This design comes from an exercise in tuning for small area on the open sky130 flow, not from production work.
The RTL was checked by simulation tests, not by an equivalence proof against the original design.
The clock port is modelled as an ideal driver; clocking choices that lean on that would not hold on a real chip.
Power and IR drop assume default switching activity.

Design test, start of the top module:
module test(clk, rst, IRDA_RXD, LCD_DATA, LCD_EN, LCD_RW, LCD_RS, LED, KEY, SW);
    input               clk, rst;
    input               IRDA_RXD;
    output      [7:0]   LCD_DATA;
    input       [2:0]   KEY;
    input       [17:0]  SW;
    output              LCD_EN, LCD_RS, LCD_RW;
    output      [17:0]  LED;
    wire            en400;
    div400 div_400HZ(.clk(clk), .rst(rst), .en400(en400));
    wire            IR_READY;
    wire    [7:0]   IR_CMD;
    IR_RECEIVE IR(.iCLK(clk), .iRST_n(rst), .iIRDA(IRDA_RXD),
                  .oDATA_READY(IR_READY), .oCMD(IR_CMD));
    reg             IR_READY_q, IR_READY_q2;
    wire            IR_FALL  = IR_READY_q & ~IR_READY;
    wire            TXT_FALL = IR_READY_q2 & ~IR_READY_q;
    always @(posedge clk or negedge rst)
        if (!rst) begin
            IR_READY_q  <= 1'b0;
            IR_READY_q2 <= 1'b0;
        end
        else begin
            IR_READY_q  <= IR_READY;
            IR_READY_q2 <= IR_READY_q;
        end
    reg     [2:0]   led_pos;
    always @(posedge clk or negedge rst)
        if (!rst)
            led_pos <= 3'd0;
        else if (IR_FALL) begin
            if (IR_CMD == 8'h14) led_pos <= led_pos + 3'd1;
            else if (IR_CMD == 8'h18) led_pos <= led_pos - 3'd1;
        end
    assign LED = {10'd0, 8'd1 << led_pos};
    reg     [1:0]   txt;
    always @(posedge clk or negedge rst)
        if (!rst)
            txt <= 2'b00;
        else if (TXT_FALL) begin
            if (IR_CMD == 8'h01) txt <= 2'b01;
            else if (IR_CMD == 8'h02) txt <= 2'b10;
        end
    reg     [1:0]   txt_w;
  ...
For scale: ~280 cells after synthesis, ~65 flip-flops, roughly 0.0029 mm2 of cells after synthesis.
==> flow/config.mk <==
export PLATFORM = sky130hd
export DESIGN_NAME = test
export DESIGN_NICKNAME = test
export VERILOG_FILES = /design/flow/design.v
export SDC_FILE = /design/flow/constraint.sdc
export NUM_CORES = 4
export LEC_CHECK = 0
export CAP_MARGIN = 20
export CORE_MARGIN = 2
export CORE_UTILIZATION = 40
export SLEW_MARGIN = 20
export ADDER_MAP_FILE =
export BUFFER_PORTS_ARGS = -buffer_cell sky130_fd_sc_hd__buf_1
export CTS_ARGS = -sink_clustering_enable -repair_clock_nets -dont_use_dummy_load -buf_list sky130_fd_sc_hd__clkbuf_4
export SKIP_REPAIR_TIE_FANOUT = 1
export POST_CTS_TCL = /design/flow/flow/post_cts.tcl
==> flow/constraint.sdc <==
create_clock -name core_clock -period 10.0 [get_ports {clk}]
set_input_delay 2.0000 -clock core_clock [delete_from_list [all_inputs] [get_ports {clk}]]
set_output_delay 2.0000 -clock core_clock [all_outputs]
set_load 0.01 [all_outputs]
standard.sh (not shown) runs the stock make flow with config.mk's settings and CLKGATE_MAP_FILE= SYNTH_SCRIPT=/design/flow/synth_recipe.tcl, a recipe that flattens the netlist after the stock synthesis.
==> flow/flow/run.sh <==
#!/bin/bash
# The standard layout (standard.sh) with these changes:
#  - synthesis runs ABC with an area-oriented script (flow/abc_area.script,
#    deepsyn then area mapping); the synthesis is tried with six deepsyn
#    seeds and the layout is made from the seed whose netlist is smallest;
#  - adders are left to ABC (no ADDER_MAP_FILE), like the rest of the logic;
#  - the port buffers are sky130_fd_sc_hd__buf_1;
#  - constant outputs share one tie cell (no tie fan-out repair);
#  - CTS adds no dummy loads to the clock tree and builds it from
#    sky130_fd_sc_hd__clkbuf_4; flow/post_cts.tcl then makes the root and
#    the leaves with 10 or more sinks sky130_fd_sc_hd__clkbuf_8.
set -euo pipefail
W=$PWD
echo 'export ADDER_MAP_FILE =' >> config.mk
echo 'export BUFFER_PORTS_ARGS = -buffer_cell sky130_fd_sc_hd__buf_1' >> config.mk
echo 'export CTS_ARGS = -sink_clustering_enable -repair_clock_nets -dont_use_dummy_load -buf_list sky130_fd_sc_hd__clkbuf_4' >> config.mk
echo 'export SKIP_REPAIR_TIE_FANOUT = 1' >> config.mk
echo "export POST_CTS_TCL = $W/flow/post_cts.tcl" >> config.mk
export FLOW_SYNTH=$W/synth_recipe.tcl

# synthesis with each seed, each in a work folder of its own
for S in 1 2 3 4 5 6; do
  sed "s/-S 1 /-S $S /" flow/abc_area.script > abc_s$S.script
  sed "s#WORK_HOME=[^ ]*#WORK_HOME=$W/try_s$S#; s#SYNTH_SCRIPT=[^ ]*#SYNTH_SCRIPT=$W/flow/my_synth.tcl#" standard.sh > try_s$S.sh
  ( MY_ABC_SCRIPT=$W/abc_s$S.script bash try_s$S.sh synth > try_s$S.log 2>&1 || true ) &
done
wait
BEST=1; BESTA=1e12
for S in 1 2 3 4 5 6; do
  f=$W/try_s$S/reports/sky130hd/test/base/synth_stat.txt
  [[ -f $f ]] || continue
  A=$(grep -m1 "Chip area for module" $f | awk '{print $NF}')
  echo "seed $S synth area $A" | tee -a seeds.log
  if awk "BEGIN{exit !($A < $BESTA)}"; then BEST=$S; BESTA=$A; fi
done
echo "best seed $BEST ($BESTA)" | tee -a seeds.log

sed "s#SYNTH_SCRIPT=[^ ]*#SYNTH_SCRIPT=$W/flow/my_synth.tcl#" standard.sh > my_standard.sh
MY_ABC_SCRIPT=$W/abc_s$BEST.script bash my_standard.sh > flow.log 2>&1
==> flow/flow/abc_area.script <==
&get -n
&st
&deepsyn -I 1 -J 50 -S 1 -T 120
&st
&dch -f
&nf -R 1000 -a
&put
==> flow/flow/my_synth.tcl <==
# The standard synthesis (synth_recipe.tcl), with ABC's mapping script
# replaced by abc_area.script; registers are mapped before ABC and are untouched.
proc abc {args} {
  set i [lsearch -exact $args -script]
  if {$i >= 0} { lset args [expr {$i + 1}] $::env(MY_ABC_SCRIPT) }
  yosys abc {*}$args
}
source $::env(FLOW_SYNTH)
Other scripts of this flow, unchanged in this note and not shown: flow/flow/post_cts.tcl
The starting point ran to the end with no violations.
==> next run, changes <==
==> flow/flow/run.sh (replaced) <==
#!/bin/bash
# The standard layout (standard.sh) with two changes:
#  - synthesis runs ABC with an area-oriented script (flow/abc_area.script);
#  - the port buffers are sky130_fd_sc_hd__buf_1;
#  - constant outputs share one tie cell (no tie fan-out repair);
#  - CTS adds no dummy loads to the clock tree and builds it from
#    sky130_fd_sc_hd__clkbuf_4; flow/post_cts.tcl then makes the root and
#    the leaves with 10 or more sinks sky130_fd_sc_hd__clkbuf_8.
set -euo pipefail
W=$PWD
sed "s#SYNTH_SCRIPT=[^ ]*#SYNTH_SCRIPT=$W/flow/my_synth.tcl#" standard.sh > my_standard.sh
echo 'export BUFFER_PORTS_ARGS = -buffer_cell sky130_fd_sc_hd__buf_1' >> config.mk
echo 'export CTS_ARGS = -sink_clustering_enable -repair_clock_nets -dont_use_dummy_load -buf_list sky130_fd_sc_hd__clkbuf_4' >> config.mk
echo 'export SKIP_REPAIR_TIE_FANOUT = 1' >> config.mk
echo "export POST_CTS_TCL = $W/flow/post_cts.tcl" >> config.mk
export MY_ABC_SCRIPT=$W/flow/abc_area.script
export FLOW_SYNTH=$W/synth_recipe.tcl
bash my_standard.sh > flow.log 2>&1
--- a/flow/config.mk
+++ b/flow/config.mk
@@ -11,3 +11,2 @@
 export SLEW_MARGIN = 20
-export ADDER_MAP_FILE =
 export BUFFER_PORTS_ARGS = -buffer_cell sky130_fd_sc_hd__buf_1
Result: Routed wire length climbs by 8.7%; design area climbs by 5.4%; total power went down by 0.70%; area after synthesis came out higher by 5.7%.
==> next run, changes <==
--- a/flow/flow/run.sh
+++ b/flow/flow/run.sh
@@ -1,4 +1,6 @@
 #!/bin/bash
-# The standard layout (standard.sh) with two changes:
-#  - synthesis runs ABC with an area-oriented script (flow/abc_area.script);
+# The standard layout (standard.sh) with these changes:
+#  - synthesis runs ABC with an area-oriented script (flow/abc_area.script,
+#    deepsyn then area mapping); the synthesis is tried with six deepsyn
+#    seeds and the layout is made from the seed whose netlist is smallest;
 #  - the port buffers are sky130_fd_sc_hd__buf_1;
@@ -10,3 +12,2 @@
 W=$PWD
-sed "s#SYNTH_SCRIPT=[^ ]*#SYNTH_SCRIPT=$W/flow/my_synth.tcl#" standard.sh > my_standard.sh
 echo 'export BUFFER_PORTS_ARGS = -buffer_cell sky130_fd_sc_hd__buf_1' >> config.mk
@@ -15,4 +16,22 @@
 echo "export POST_CTS_TCL = $W/flow/post_cts.tcl" >> config.mk
-export MY_ABC_SCRIPT=$W/flow/abc_area.script
 export FLOW_SYNTH=$W/synth_recipe.tcl
-bash my_standard.sh > flow.log 2>&1
+
+# synthesis with each seed, each in a work folder of its own
+for S in 1 2 3 4 5 6; do
+  sed "s/-S 1 /-S $S /" flow/abc_area.script > abc_s$S.script
+  sed "s#WORK_HOME=[^ ]*#WORK_HOME=$W/try_s$S#; s#SYNTH_SCRIPT=[^ ]*#SYNTH_SCRIPT=$W/flow/my_synth.tcl#" standard.sh > try_s$S.sh
+  ( MY_ABC_SCRIPT=$W/abc_s$S.script bash try_s$S.sh synth > try_s$S.log 2>&1 || true ) &
+done
+wait
+BEST=1; BESTA=1e12
+for S in 1 2 3 4 5 6; do
+  f=$W/try_s$S/reports/sky130hd/test/base/synth_stat.txt
+  [[ -f $f ]] || continue
+  A=$(grep -m1 "Chip area for module" $f | awk '{print $NF}')
+  echo "seed $S synth area $A" | tee -a seeds.log
+  if awk "BEGIN{exit !($A < $BESTA)}"; then BEST=$S; BESTA=$A; fi
+done
+echo "best seed $BEST ($BESTA)" | tee -a seeds.log
+
+sed "s#SYNTH_SCRIPT=[^ ]*#SYNTH_SCRIPT=$W/flow/my_synth.tcl#" standard.sh > my_standard.sh
+MY_ABC_SCRIPT=$W/abc_s$BEST.script bash my_standard.sh > flow.log 2>&1
--- a/flow/config.mk
+++ b/flow/config.mk
@@ -9,3 +9,4 @@
 export CORE_MARGIN = 2
-export CORE_UTILIZATION = 40
+export CORE_UTILIZATION = 75
+export PLACE_DENSITY = 0.85
 export SLEW_MARGIN = 20
Effect: The new run finished with timing, DRC and antenna clean; fmax goes down by 3.4%; utilization goes up by 40 points; routed wire length goes up by 5.3%; global-route usage goes up by 14 points; non-clock buffer count does not change; clock power barely changes; worst setup slack got worse by 150 ps; sequential power goes up by about 2%.
==> next run, changes <==
--- a/flow/config.mk
+++ b/flow/config.mk
@@ -9,4 +9,3 @@
 export CORE_MARGIN = 2
-export CORE_UTILIZATION = 75
-export PLACE_DENSITY = 0.85
+export CORE_UTILIZATION = 40
 export SLEW_MARGIN = 20
Outcome: Die area came out higher by about 80%; synthesized cell count does not change; via count came out lower by 3.1%; clock-buffer cell count does not change; final area came out higher by about 1.8%; clock power came out lower by about 4%; synthesized area stays the same; routed wire length came out lower by 6.9%; combinational power came out lower by 5.8%; worst hold slack loses 12 ps; first-iteration DRC count came out lower by about 60%.
==> next run, changes <==
==> flow/flow/run.sh (replaced) <==
#!/bin/bash
# The standard layout (standard.sh) with two changes:
#  - synthesis runs ABC with an area-oriented script (flow/abc_area.script);
#  - the port buffers are sky130_fd_sc_hd__buf_1;
#  - constant outputs share one tie cell (no tie fan-out repair);
#  - CTS adds no dummy loads to the clock tree and builds it from
#    sky130_fd_sc_hd__clkbuf_4; flow/post_cts.tcl then makes the root and
#    the leaves with 10 or more sinks sky130_fd_sc_hd__clkbuf_8.
set -euo pipefail
W=$PWD
sed "s#SYNTH_SCRIPT=[^ ]*#SYNTH_SCRIPT=$W/flow/my_synth.tcl#" standard.sh > my_standard.sh
echo 'export BUFFER_PORTS_ARGS = -buffer_cell sky130_fd_sc_hd__buf_1' >> config.mk
echo 'export CTS_ARGS = -sink_clustering_enable -repair_clock_nets -dont_use_dummy_load -buf_list sky130_fd_sc_hd__clkbuf_4' >> config.mk
echo 'export SKIP_REPAIR_TIE_FANOUT = 1' >> config.mk
echo "export POST_CTS_TCL = $W/flow/post_cts.tcl" >> config.mk
export MY_ABC_SCRIPT=$W/flow/abc_area.script
export FLOW_SYNTH=$W/synth_recipe.tcl
bash my_standard.sh > flow.log 2>&1
==> flow/flow/abc_area.script (replaced) <==
&get -n
&st
&deepsyn -T 20 -S 1
&st
&dch -f
&nf -R 1000 -a
&put
Result: Total power is lower by a few percent. Wire length is higher by a few percent. Area after synthesis is higher slightly. Sequential cell count is unchanged. Clock-buffer cell count is unchanged. Die area is higher slightly. Critical path depth is lower by 2. Final cell count is higher slightly.

## port drivers added, routing unchanged
The flow's constraints put no driver on any port. The routed layouts listed below were extracted and timed again, unchanged, in two steps. Step 1 assumes that a clkbuf_16 drives the clock port and a buf_2 every other input. Step 2 times the ports against the registers' clock, not the clock port: input delays grow and output delays shrink by t, the midpoint of the rising clock arrivals with the driver on. Slacks: ideal / step 1 / step 2; pairs: ideal / step 1.
run	t, ns	setup slack, ns	hold WS [ns]
the first run	0.346	5.015 / 4.986 / 5.331	0.366 / 0.366 / 0.366
the second run	0.341	5.739 / 5.712 / 6.053	0.368 / 0.368 / 0.368
the third run	0.343	5.588 / 5.566 / 5.908	0.367 / 0.367 / 0.367
the fourth run	0.349	5.597 / 5.569 / 5.918	0.355 / 0.355 / 0.355
the fifth run	0.341	5.739 / 5.712 / 6.053	0.368 / 0.368 / 0.368
After both steps every run listed still meets setup and hold.
